What follows belongs to an exercise in optimizing a design on an open flow for small area, a short achievable clock period and few clock cycles per item; a production flow would make more cautious choices. Only simulation tests tie the RTL to the original design; equivalence was not proved. The flow treats the clock pin as an ideal source. Dropping or thinning the clock tree relies on that and would not hold on a real chip. Power figures rest on the tool's default switching activity, not on a simulated workload.

Design cordic_sin_cos, start of the top module:
module cordic_sin_cos(
    input       wire        clk,
    input       wire        rst_n,
    input       wire        clk_vld,
    input       wire        soft_rst,
    input       wire        trig,
    output      reg         vld,
    input       wire  [9:0] a,
    output      reg  signed [12:0]  cosa3_latch,
    output      reg  signed [12:0]  sina3_latch
);
wire [8:0] a2 = a[8] ? (9'd256 - {1'b0, a[7:0]}) : {1'b0, a[7:0]};
reg  [7:0] lo;
reg        hi, negc, negs;
always @(posedge clk or negedge rst_n)
begin
    if (!rst_n) begin
        lo <= 8'd0; hi <= 1'b0; negc <= 1'b0; negs <= 1'b0;
        vld <= 1'b0;
    end else if (soft_rst) begin
        lo <= 8'd0; hi <= 1'b0; negc <= 1'b0; negs <= 1'b0;
        vld <= 1'b0;
    end else if (clk_vld) begin
        vld <= trig;
        if (trig) begin
            lo   <= a2[7:0];
            hi   <= a2[8];
            negc <= a[9] ^ a[8];
            negs <= a[9];
        end
    end
end
wire [11:0] c2, s2;
reg  [17:0] crom, srom;
always @(*) begin
    case (lo)
        8'd0: begin crom = 18'h800; srom = 18'h0; end
        8'd1: begin crom = 18'h800; srom = 18'h3f00d; end
        8'd2: begin crom = 18'h800; srom = 18'h3f019; end
        8'd3: begin crom = 18'h800; srom = 18'h3f026; end
        8'd4: begin crom = 18'h3f7ff; srom = 18'h3f032; end
        8'd5: begin crom = 18'h3f7ff; srom = 18'h3f03f; end
        8'd6: begin crom = 18'h3f7ff; srom = 18'h3f04c; end
        8'd7: begin crom = 18'h3f7fe; srom = 18'h3f058; end
  ...
Settings: LEC_CHECK=0, ABC_AREA=1, CAP_MARGIN=20, CORE_MARGIN=2, CORE_UTILIZATION=30, SETUP_SLACK_MARGIN=1.7, SLEW_MARGIN=20, SYNTH_MEMORY_MAX_BITS=65536; clock period 5.5 ns.
standard.sh (not shown) runs the stock make flow with config.mk's settings and CLKGATE_MAP_FILE= SYNTH_SCRIPT=/design/flow/synth_recipe.tcl, a recipe that flattens the netlist after the stock synthesis.
==> flow/flow/run.sh <==
#!/bin/bash
# The standard layout (standard.sh) run with a copy of the ORFS scripts
# and these changes:
# - synthesis does not extract half/full adders into adder cells
#   (ADDER_MAP_FILE empty); ABC maps all the logic;
# - the port buffers are sky130_fd_sc_hd__buf_2 cells;
# - clock distribution: instead of an H-tree (two levels of clkbuf_16 for
#   12 registers), flow/clock_buffer.tcl inserts one clkbuf_8 at the
#   centroid of the registers, driving all their clock pins.
# make's output goes to make.log here; ORFS writes each step's log under
# orfs/logs/.
set -euo pipefail
W=$(pwd)
S="$W/scripts_own"
rm -rf "$S"
cp -r "$FLOW_HOME/scripts" "$S"
cp "$W/flow/clock_buffer.tcl" "$S/clock_buffer.tcl"
sed -i 's%^log_cmd clock_tree_synthesis {\*}$cts_args%source $::env(SCRIPTS_DIR)/clock_buffer.tcl%' "$S/cts.tcl"
grep -q "clock_buffer.tcl" "$S/cts.tcl"
EXTRA="SCRIPTS_DIR=$S ADDER_MAP_FILE= BUFFER_PORTS_ARGS='-buffer_cell sky130_fd_sc_hd__buf_2' CLOCK_BUFFER_CELL=sky130_fd_sc_hd__clkbuf_8 CLOCK_PORT=clk"
sed "s#CLKGATE_MAP_FILE= #CLKGATE_MAP_FILE= $EXTRA #" standard.sh > standard_own.sh
grep -q "SCRIPTS_DIR=$S" standard_own.sh
bash standard_own.sh > "$W/make.log" 2>&1
==> flow/flow/clock_buffer.tcl <==
# Clock distribution for a design with few registers: one clock buffer,
# placed at the centroid of the registers, drives every clock pin.
set block [ord::get_db_block]
set sx 0
set sy 0
set n 0
foreach inst [$block getInsts] {
  if { [[$inst getMaster] isSequential] } {
    set loc [$inst getLocation]
    set sx [expr { $sx + [lindex $loc 0] }]
    set sy [expr { $sy + [lindex $loc 1] }]
    incr n
  }
}
set dbu [$block getDbUnitsPerMicron]
set cx [expr { $sx / $n / double($dbu) }]
set cy [expr { $sy / $n / double($dbu) }]
puts "clock buffer at ($cx, $cy), driving $n registers"
log_cmd insert_buffer -buffer_cell $::env(CLOCK_BUFFER_CELL) -net $::env(CLOCK_PORT) \
  -location [list $cx $cy] -buffer_name clkbuf_root -net_name clknet_root
set_propagated_clock [all_clocks]
The starting point finished with timing, DRC and antenna clean.
Testbench counts at the start, summed over its fixed seeds: cycles 3,200, items 3,200.
Edit:
CORE_UTILIZATION = 20   (was 30)
SETUP_SLACK_MARGIN = 1.5   (was 1.7)
Utilization drops by 12 points.
Final cell count climbs by about 8%.
Combinational power drops by about 1%.
Wire length climbs by about 7%.
Via count drops by about 0.7%.
Sequential cell count does not change.
Critical path depth drops by 4.
Die area climbs by 48%.
Edit:
CORE_UTILIZATION = 30   (was 20)
SETUP_SLACK_MARGIN = 1.3   (was 1.5)
The new run went through all stages and came out clean.
Clock power came out lower by about 4%.
Cell count decreases by 8.6%.
Flip-flop and latch count is unchanged.
Sequential power hardly moves.
Edit:
CORE_UTILIZATION = 40   (was 30)
SETUP_SLACK_MARGIN = 1.5   (was 1.3)
What happened: Worst setup slack improved by 0.20 ns. Via count rises by 1.5%. Synthesized area does not change. Power rises by 1.9%. Clock skew is unchanged.
Edit:
--- a/flow/flow/run.sh
+++ b/flow/flow/run.sh
@@ -2,3 +2,3 @@
 # The standard layout (standard.sh) run with a copy of the ORFS scripts
-# and these changes:
+# and three changes:
 # - synthesis does not extract half/full adders into adder cells
CORE_UTILIZATION = 30   (was 40)
Area after synthesis does not change.
Critical path depth rose by 1.
Wire length rose slightly.
Utilization fell by 11 points.
In every run of this note, the design's own scripts or RTL, not TritonCTS, make the clock network.

---

Setup of try-delta:
cordic_sin_cos again, from the RTL that the note above started with.
==> flow/config.mk <==
export PLATFORM = sky130hd
export DESIGN_NAME = cordic_sin_cos
export DESIGN_NICKNAME = cordic_sin_cos
export VERILOG_FILES = /design/flow/design.v
export SDC_FILE = /design/flow/constraint.sdc
export NUM_CORES = 4
export LEC_CHECK = 0
export ABC_AREA = 1
export CAP_MARGIN = 20
export CORE_MARGIN = 2
export CORE_UTILIZATION = 30
export SETUP_SLACK_MARGIN = 1.5
export SLEW_MARGIN = 20
export SYNTH_MEMORY_MAX_BITS = 65536
==> flow/constraint.sdc <==
create_clock -name core_clock -period 5.5 [get_ports {clk}]
set_input_delay 1.1000 -clock core_clock [delete_from_list [all_inputs] [get_ports {clk}]]
set_output_delay 1.1000 -clock core_clock [all_outputs]
set_load 0.01 [all_outputs]
==> flow/flow/run.sh <==
#!/bin/bash
# The standard layout (standard.sh), with a copy of the ORFS scripts that
# differs in three ways:
# - synthesis: ABC maps the logic with flow/abc.script (ORFS's area script
#   without the delay-driven re-buffering settings changed), and half/full
#   adders are not extracted into adder cells (ADDER_MAP_FILE empty);
# - the port buffers are sky130_fd_sc_hd__buf_2 cells;
# - clock distribution: instead of an H-tree (two levels of clkbuf_16 for
#   12 registers), flow/clock_buffer.tcl inserts one clkbuf_8 at the
#   centroid of the registers, driving all their clock pins.
# Each tool's output goes to a log of its own (make.log here, and ORFS's
# per-step logs under orfs/logs/).
set -euo pipefail
W=$(pwd)
S="$W/scripts_own"
rm -rf "$S"
cp -r "$FLOW_HOME/scripts" "$S"
cp "$W/flow/abc.script" "$S/abc_area.script"
cp "$W/flow/clock_buffer.tcl" "$S/clock_buffer.tcl"
sed -i 's%^log_cmd clock_tree_synthesis {\*}$cts_args%source $::env(SCRIPTS_DIR)/clock_buffer.tcl%' "$S/cts.tcl"
grep -q "clock_buffer.tcl" "$S/cts.tcl"
EXTRA="SCRIPTS_DIR=$S ADDER_MAP_FILE= BUFFER_PORTS_ARGS='-buffer_cell sky130_fd_sc_hd__buf_2' CLOCK_BUFFER_CELL=sky130_fd_sc_hd__clkbuf_8 CLOCK_PORT=clk"
sed "s#CLKGATE_MAP_FILE= #CLKGATE_MAP_FILE= $EXTRA #" standard.sh > standard_own.sh
grep -q "SCRIPTS_DIR=$S" standard_own.sh
bash standard_own.sh > "$W/make.log" 2>&1
==> flow/flow/abc.script <==
strash
dch
map -B 0.9
topo
stime -c
buffer -c
upsize -c
dnsize -c
Scripts as last shown in full above: flow/flow/clock_buffer.tcl
try-delta ended with every stage complete and zero timing, DRC or antenna violations.
Testbench counts of try-delta, summed over its fixed seeds: cycles 3,200, items 3,200.
Relative to try-delta, the following input files were edited for try-lagoon:
# try-delta
export LEC_CHECK = 0
export ABC_AREA = 1
export CAP_MARGIN = 20
export CORE_MARGIN = 2
export CORE_UTILIZATION = 30
export SETUP_SLACK_MARGIN = 1.5
export SLEW_MARGIN = 20
export SYNTH_MEMORY_MAX_BITS = 65536
create_clock -name core_clock -period 5.5 [get_ports {clk}]
# try-lagoon
export LEC_CHECK = 0
export ABC_AREA = 1
export CAP_MARGIN = 20
export CORE_MARGIN = 2
export CORE_UTILIZATION = 30
export SETUP_SLACK_MARGIN = 1.3
export SLEW_MARGIN = 20
export SYNTH_MEMORY_MAX_BITS = 65536
create_clock -name core_clock -period 5.5 [get_ports {clk}]
diff --git a/flow/flow/run.sh b/flow/flow/run.sh
--- a/flow/flow/run.sh
+++ b/flow/flow/run.sh
@@ -2,5 +2,4 @@
-# The standard layout (standard.sh), with a copy of the ORFS scripts that
-# differs in three ways:
-# - synthesis: ABC maps the logic with flow/abc.script (ORFS's area script
-#   without the delay-driven re-buffering settings changed), and half/full
-#   adders are not extracted into adder cells (ADDER_MAP_FILE empty);
+# The standard layout (standard.sh) run with a copy of the ORFS scripts
+# and these changes:
+# - synthesis does not extract half/full adders into adder cells
+#   (ADDER_MAP_FILE empty); ABC maps all the logic;
@@ -7,0 +7,2 @@
+# - wire parasitics are estimated 25% higher (flow/setRC_own.tcl) while
+#   the layout is repaired;
@@ -11,2 +12,2 @@
-# Each tool's output goes to a log of its own (make.log here, and ORFS's
-# per-step logs under orfs/logs/).
+# make's output goes to make.log here; ORFS writes each step's log under
+# orfs/logs/.
@@ -18 +18,0 @@
-cp "$W/flow/abc.script" "$S/abc_area.script"
@@ -21,0 +22,3 @@
+cp "$W/flow/setRC_own.tcl" "$S/setRC_own.tcl"
+sed -i 's%$::env(PLATFORM_DIR)/setRC.tcl%$::env(SCRIPTS_DIR)/setRC_own.tcl%' "$S/load.tcl" "$S/detail_place.tcl"
+grep -q "setRC_own.tcl" "$S/load.tcl"
==> flow/flow/setRC_own.tcl (new file) <==
# sky130hd setRC.tcl with wire capacitance and resistance raised by 25%,
# so that repair sees the delays the routed layout shows.
# correlateRC.py gcd,ibex,aes,jpeg,chameleon,riscv32i,chameleon_hier
# cap units pf/um
set_layer_rc -layer li1 -capacitance 1.873750e-04 -resistance 8.970000e-02
set_layer_rc -layer met1 -capacitance 2.154688e-04 -resistance 1.116125e-03
set_layer_rc -layer met2 -capacitance 1.702913e-04 -resistance 1.116125e-03
set_layer_rc -layer met3 -capacitance 2.687025e-04 -resistance 1.958750e-04
set_layer_rc -layer met4 -capacitance 1.851600e-04 -resistance 1.958750e-04
set_layer_rc -layer met5 -capacitance 1.926087e-04 -resistance 2.226250e-05
# end correlate

set_layer_rc -via mcon -resistance 9.249146E-3
set_layer_rc -via via -resistance 4.5E-3
set_layer_rc -via via2 -resistance 3.368786E-3
set_layer_rc -via via3 -resistance 0.376635E-3
set_layer_rc -via via4 -resistance 0.00580E-3

set_wire_rc -signal -layer met1
set_wire_rc -clock -layer met3
removed: flow/flow/abc.script
- Taking try-lagoon over try-delta, the total wire length ratio works out to 1.09.
- Global routing usage on met3, try-delta and try-lagoon: larger value in try-delta
- In terms of clock network fraction of design power, try-lagoon and try-delta differ only marginally.
- Number of buffers inserted by post-CTS setup repair down 2 in try-lagoon wrt try-delta
- Compared with try-delta, try-lagoon shows power that has gone up by a few percent.
- From try-delta to try-lagoon the numbers moved as follows: worst path buffer plus inverter count went up; portion of the clock cycle consumed by the worst path in the final layout went up; number of diodes added for antenna fixing went down.
- Reported for try-delta and try-lagoon, total number of sequential cells turned out identical to the last digit.
- Against try-delta as the reference, try-lagoon delivers a lower pin count of the biggest net entering global routing.
- Compared with try-delta, try-lagoon has less setup slack.
The following lists how try-amber was set up differently from try-lagoon:
# try-lagoon
export LEC_CHECK = 0
export ABC_AREA = 1
export CAP_MARGIN = 20
export CORE_MARGIN = 2
export CORE_UTILIZATION = 30
export SETUP_SLACK_MARGIN = 1.3
export SLEW_MARGIN = 20
export SYNTH_MEMORY_MAX_BITS = 65536
create_clock -name core_clock -period 5.5 [get_ports {clk}]
# try-amber
export LEC_CHECK = 0
export ABC_AREA = 1
export CAP_MARGIN = 20
export CORE_MARGIN = 2
export CORE_UTILIZATION = 30
export SETUP_SLACK_MARGIN = 2.0
export SLEW_MARGIN = 20
export SYNTH_MEMORY_MAX_BITS = 65536
create_clock -name core_clock -period 5.5 [get_ports {clk}]
diff --git a/flow/flow/run.sh b/flow/flow/run.sh
--- a/flow/flow/run.sh
+++ b/flow/flow/run.sh
@@ -7,2 +7,2 @@
-# - wire parasitics are estimated 25% higher (flow/setRC_own.tcl) while
-#   the layout is repaired;
+# - timing repair only removes buffers, sizes cells up and swaps pins
+#   (SETUP_MOVE_SEQUENCE), so it does not grow the design with buffers;
@@ -22,4 +22 @@
-cp "$W/flow/setRC_own.tcl" "$S/setRC_own.tcl"
-sed -i 's%$::env(PLATFORM_DIR)/setRC.tcl%$::env(SCRIPTS_DIR)/setRC_own.tcl%' "$S/load.tcl" "$S/detail_place.tcl"
-grep -q "setRC_own.tcl" "$S/load.tcl"
-EXTRA="SCRIPTS_DIR=$S ADDER_MAP_FILE= BUFFER_PORTS_ARGS='-buffer_cell sky130_fd_sc_hd__buf_2' CLOCK_BUFFER_CELL=sky130_fd_sc_hd__clkbuf_8 CLOCK_PORT=clk"
+EXTRA="SCRIPTS_DIR=$S ADDER_MAP_FILE= BUFFER_PORTS_ARGS='-buffer_cell sky130_fd_sc_hd__buf_2' CLOCK_BUFFER_CELL=sky130_fd_sc_hd__clkbuf_8 CLOCK_PORT=clk SETUP_MOVE_SEQUENCE=unbuffer,sizeup,swap"
removed: flow/flow/setRC_own.tcl
--- outcome ---
- Compared with try-lagoon, try-amber shows a higher area growth from synthesis to final layout.
- try-lagoon ended up with dfrtp_2 as its critical-path cell with the highest stage delay; try-amber ended up with dfrtp_4.
- Of try-lagoon and try-amber, try-lagoon shows the higher share of the cycle needed by the critical path after routing, with try-amber below it.
- Re utilization after layout: try-lagoon was lower than try-amber.
- Design area went up by a few percent going from try-lagoon to try-amber.
- In the flow results for try-lagoon and try-amber, the routed wirelength normalized by instance count is larger on try-lagoon.
- Comparing power for try-lagoon and try-amber, the smaller number came from try-lagoon.
- Clock period minus worst slack, try-lagoon and try-amber, lower one = try-amber.
- For try-lagoon, the startpoint of the most critical setup path was lo[3], unlike try-amber, where it was lo[6].
- Number of antenna violations at the first check in global routing up 1 in try-amber wrt try-lagoon
- try-lagoon has a higher wire length on met3 than try-amber.
- Combinational power for try-amber: about 0.5% up relative to try-lagoon
- Relative to try-lagoon, setup slack increased by 0.16 ns in try-amber.
Edits applied to the flow inputs when going from try-amber to try-sierra:
# try-amber
export LEC_CHECK = 0
export ABC_AREA = 1
export CAP_MARGIN = 20
export CORE_MARGIN = 2
export CORE_UTILIZATION = 30
export SETUP_SLACK_MARGIN = 2.0
export SLEW_MARGIN = 20
export SYNTH_MEMORY_MAX_BITS = 65536
create_clock -name core_clock -period 5.5 [get_ports {clk}]
# try-sierra
export LEC_CHECK = 0
export ABC_AREA = 1
export CAP_MARGIN = 20
export CORE_MARGIN = 2
export CORE_UTILIZATION = 30
export SETUP_SLACK_MARGIN = 1.5
export SLEW_MARGIN = 70
export SYNTH_MEMORY_MAX_BITS = 65536
create_clock -name core_clock -period 5.5 [get_ports {clk}]
diff --git a/flow/flow/run.sh b/flow/flow/run.sh
--- a/flow/flow/run.sh
+++ b/flow/flow/run.sh
@@ -3 +3 @@
-# and these changes:
+# and three changes:
@@ -7,2 +6,0 @@
-# - timing repair only removes buffers, sizes cells up and swaps pins
-#   (SETUP_MOVE_SEQUENCE), so it does not grow the design with buffers;
@@ -22 +20 @@
-EXTRA="SCRIPTS_DIR=$S ADDER_MAP_FILE= BUFFER_PORTS_ARGS='-buffer_cell sky130_fd_sc_hd__buf_2' CLOCK_BUFFER_CELL=sky130_fd_sc_hd__clkbuf_8 CLOCK_PORT=clk SETUP_MOVE_SEQUENCE=unbuffer,sizeup,swap"
+EXTRA="SCRIPTS_DIR=$S ADDER_MAP_FILE= BUFFER_PORTS_ARGS='-buffer_cell sky130_fd_sc_hd__buf_2' CLOCK_BUFFER_CELL=sky130_fd_sc_hd__clkbuf_8 CLOCK_PORT=clk"
==> run notes <==
- Going from try-amber to try-sierra, first-iteration DRC count went down 7, routed wire length comparable.
- Diff try-amber -> try-sierra: layout-stage area growth over the synthesis result now smaller; first-pass GRT wire length closely matched the old numbers.
No run of this note takes its clock network from TritonCTS; it comes from the design's own scripts or RTL.

-- afterwards: timing with drivers on the ports --
In the flow no input, the clock included, has a driving cell. The finished layouts below were timed again as built, in two steps.
Step 1 assumes that a clkbuf_16 drives the clock port and a buf_2 every other input.
Step 2 moves the port delays by t, midway between the first and last clock arrival at a register: inputs arrive t later, outputs are due t later. That takes back most of the time a late clock gives input paths.
Three values: ideal ports, drivers, drivers and shift; two values: the first two.
run	t, ns	slack for setup (ns)	clock arrival spread, ns	slew at the worst register clock pin (ns)
the first run of note 1	0.162	1.724 / 1.702 / 1.863	0.001 / 0.001	0.08 / 0.08
the second run of note 1	0.167	1.499 / 1.476 / 1.643	0.001 / 0.001	0.08 / 0.08
the third run of note 1	0.162	1.380 / 1.358 / 1.520	0.000 / 0.000	0.08 / 0.08
the fourth run of note 1	0.162	1.581 / 1.558 / 1.719	0.001 / 0.001	0.08 / 0.08
the fifth run of note 1	0.161	1.584 / 1.562 / 1.723	0.000 / 0.000	0.08 / 0.08
try-delta	0.161	1.584 / 1.562 / 1.723	0.000 / 0.000	0.08 / 0.08
try-lagoon	0.169	1.514 / 1.491 / 1.659	0.001 / 0.001	0.09 / 0.09
try-amber	0.162	1.670 / 1.648 / 1.809	0.001 / 0.001	0.08 / 0.08
try-sierra	0.161	1.601 / 1.579 / 1.740	0.000 / 0.000	0.08 / 0.08
After both steps setup and hold are still met in every run listed.
